Source: an optimization exercise on an open RTL-to-GDS flow (aim: small area, a short achievable clock period and few clock cycles). Production flows keep margins and buffers that such runs may drop.
The RTL was checked by simulation tests, not by an equivalence proof against the original design.

## mult
module mult(input clock, reset, nuke,
            input [63:0] mcand, mplier,
            input start,
            output [63:0] product,
            output done);
Size: roughly 5500 cells after synthesis, roughly 420 flip-flops, ~53000 sq um of cells after synthesis.
export LEC_CHECK = 0
export ABC_AREA = 1
export CAP_MARGIN = 20
export CORE_MARGIN = 2
export CORE_UTILIZATION = 45
export SETUP_SLACK_MARGIN = 3.0
export SLEW_MARGIN = 20
export SYNTH_HIERARCHICAL = 1
create_clock -name core_clock -period 7.0 [get_ports {clock}]
run.sh (not shown) runs the stock make flow with config.mk's settings and CLKGATE_MAP_FILE= SYNTH_SCRIPT=/design/flow/synth_recipe.tcl, a recipe that flattens the netlist after the stock synthesis.
The starting point finished with timing, DRC and antenna clean.
Testbench counts at the start, summed over its fixed seeds: cycles 3,376.
==> next run, changes <==
==> flow/flow/run.sh (new file) <==
#!/bin/bash
set -e
for cfg in config.mk "$FLOW_CONFIG"; do
  [ -n "$cfg" ] && [ -f "$cfg" ] || continue
  grep -q '^export BUFFER_PORTS_ARGS' "$cfg" && continue
  echo 'export BUFFER_PORTS_ARGS = -buffer_cell sky130_fd_sc_hd__buf_2' >> "$cfg"
done
bash standard.sh > standard.log 2>&1
==> flow/standard.sh (new file) <==
#!/bin/bash
# synth_recipe.tcl (not shown) runs the flow's synth.tcl, then flattens the netlist and writes it again
# the make line also repeats each setting of config.mk as NAME=value (left out here)
make -C /OpenROAD-flow-scripts/flow DESIGN_CONFIG=/design/flow/config.mk WORK_HOME=/design/flow/orfs CLKGATE_MAP_FILE= SYNTH_SCRIPT=/design/flow/synth_recipe.tcl "${@:-finish}"
- BUFFER_PORTS_ARGS: default -> -buffer_cell sky130_fd_sc_hd__buf_2
- CORE_UTILIZATION: 45 -> 55
- CTS_BUF_LIST: default -> sky130_fd_sc_hd__clkbuf_4 sky130_fd_sc_hd__clkbuf_8
removed: flow/run.sh
Result:
- synthesized cell count stays the same
- wire length shrinks by 12%
- utilization rose by 7.7 points
==> next run, changes <==
- CTS_BUF_LIST: sky130_fd_sc_hd__clkbuf_4 sky130_fd_sc_hd__clkbuf_8 -> default
- GPL_ROUTABILITY_DRIVEN: default -> 0
- setup slack improves by 67 ps
- die area stays the same
- utilization rises by 0.30 points
==> next run, changes <==
- CORE_UTILIZATION: 55 -> 60
- GPL_ROUTABILITY_DRIVEN: 0 -> default
Outcome: Cell area goes down by 0.34%; count of clock-buffer cells in the layout goes up by 1; first-iteration DRC count goes up by about 11%.
==> next run, changes <==
==> flow/run.sh (new file) <==
#!/bin/bash
# synth_recipe.tcl (not shown) runs the flow's synth.tcl, then flattens the netlist and writes it again
# the make line also repeats each setting of config.mk as NAME=value (left out here)
make -C /OpenROAD-flow-scripts/flow DESIGN_CONFIG=/design/flow/config.mk WORK_HOME=/design/flow/orfs CLKGATE_MAP_FILE= SYNTH_SCRIPT=/design/flow/synth_recipe.tcl finish
- BUFFER_PORTS_ARGS: -buffer_cell sky130_fd_sc_hd__buf_2 -> default
- CORE_UTILIZATION: 60 -> 55
- SETUP_SLACK_MARGIN: 3.0 -> 3.5
removed: flow/flow/run.sh
removed: flow/standard.sh
What happened: The changed run stopped in global routing. Area after synthesis is unchanged. Synthesized cell count stays the same.
==> next run, changes <==
- SETUP_SLACK_MARGIN: 3.5 -> 3.0
Effect: The changed run completed without violations. Synthesized area is unchanged. Synthesized cell count is unchanged.


## rev 12
Starting RTL as in the previous note.
clock: 7.0 ns
lec_check: 0
abc_area: 1
cap_margin: 20
core_margin: 2
core_utilization: 55
setup_slack_margin: 2.0
slew_margin: 20
synth_hierarchical: 1
Stock flow here: none of the scripts above is used.
Testbench counts of rev 12, summed over its fixed seeds: cycles 3,376.
Here is what was changed in the inputs of rev 13 compared with rev 12.
Settings: swapping 2.0 for 2.5 in SETUP_SLACK_MARGIN.
--- outcome ---
The clock network area share on rev 13 is in line with that on rev 12. Setup slack in rev 13 vs rev 12: up 0.56 ns. The required time of the critical path on rev 13 is in line with that on rev 12. Fmax, rev 13 vs rev 12: up by more than 10%. Wire length reported by the detailed router grows slightly when moving from rev 12 to rev 13.

-- afterwards: timing with drivers on the ports --
How much do the figures lean on ideal ports? The routed layouts below were timed once more, with nothing changed but the port constraints.
Step 1 assumes that a clkbuf_16 drives the clock port and a buf_2 every other input.
Step 2, shift: input delay + t, output delay - t, t = (earliest + latest rising clock arrival at the registers) / 2. This alone moves slack from input paths to output paths.
Slacks: ideal / step 1 / step 2; pairs: ideal / step 1.
run | t (ns) | setup slack, ns | worst setup path after step 2 | slew at the worst register clock pin (ns)
the first run of note 1 | 0.794 | 2.732 / 2.732 / 2.111 | input to register | 0.08 / 0.08
the second run of note 1 | 0.824 | 2.803 / 2.803 / 2.138 | input to register | 0.07 / 0.07
the third run of note 1 | 0.754 | 2.870 / 2.870 / 2.218 | input to register | 0.07 / 0.07
the fourth run of note 1 | 0.722 | 2.787 / 2.787 / 2.204 | input to register | 0.08 / 0.08
the sixth run of note 1 | 0.778 | 2.771 / 2.771 / 2.092 | input to register | 0.08 / 0.08
rev 12 | 0.760 | 1.909 / 1.846 / 1.086 | input to register | 0.08 / 0.08
rev 13 | 0.766 | 2.473 / 2.463 / 1.696 | input to register | 0.08 / 0.08
After both steps setup and hold are still met in every run listed. For rev 12, which loses most, drivers alone change the setup slack by -0.063 ns; drivers and shift together by -0.823 ns.
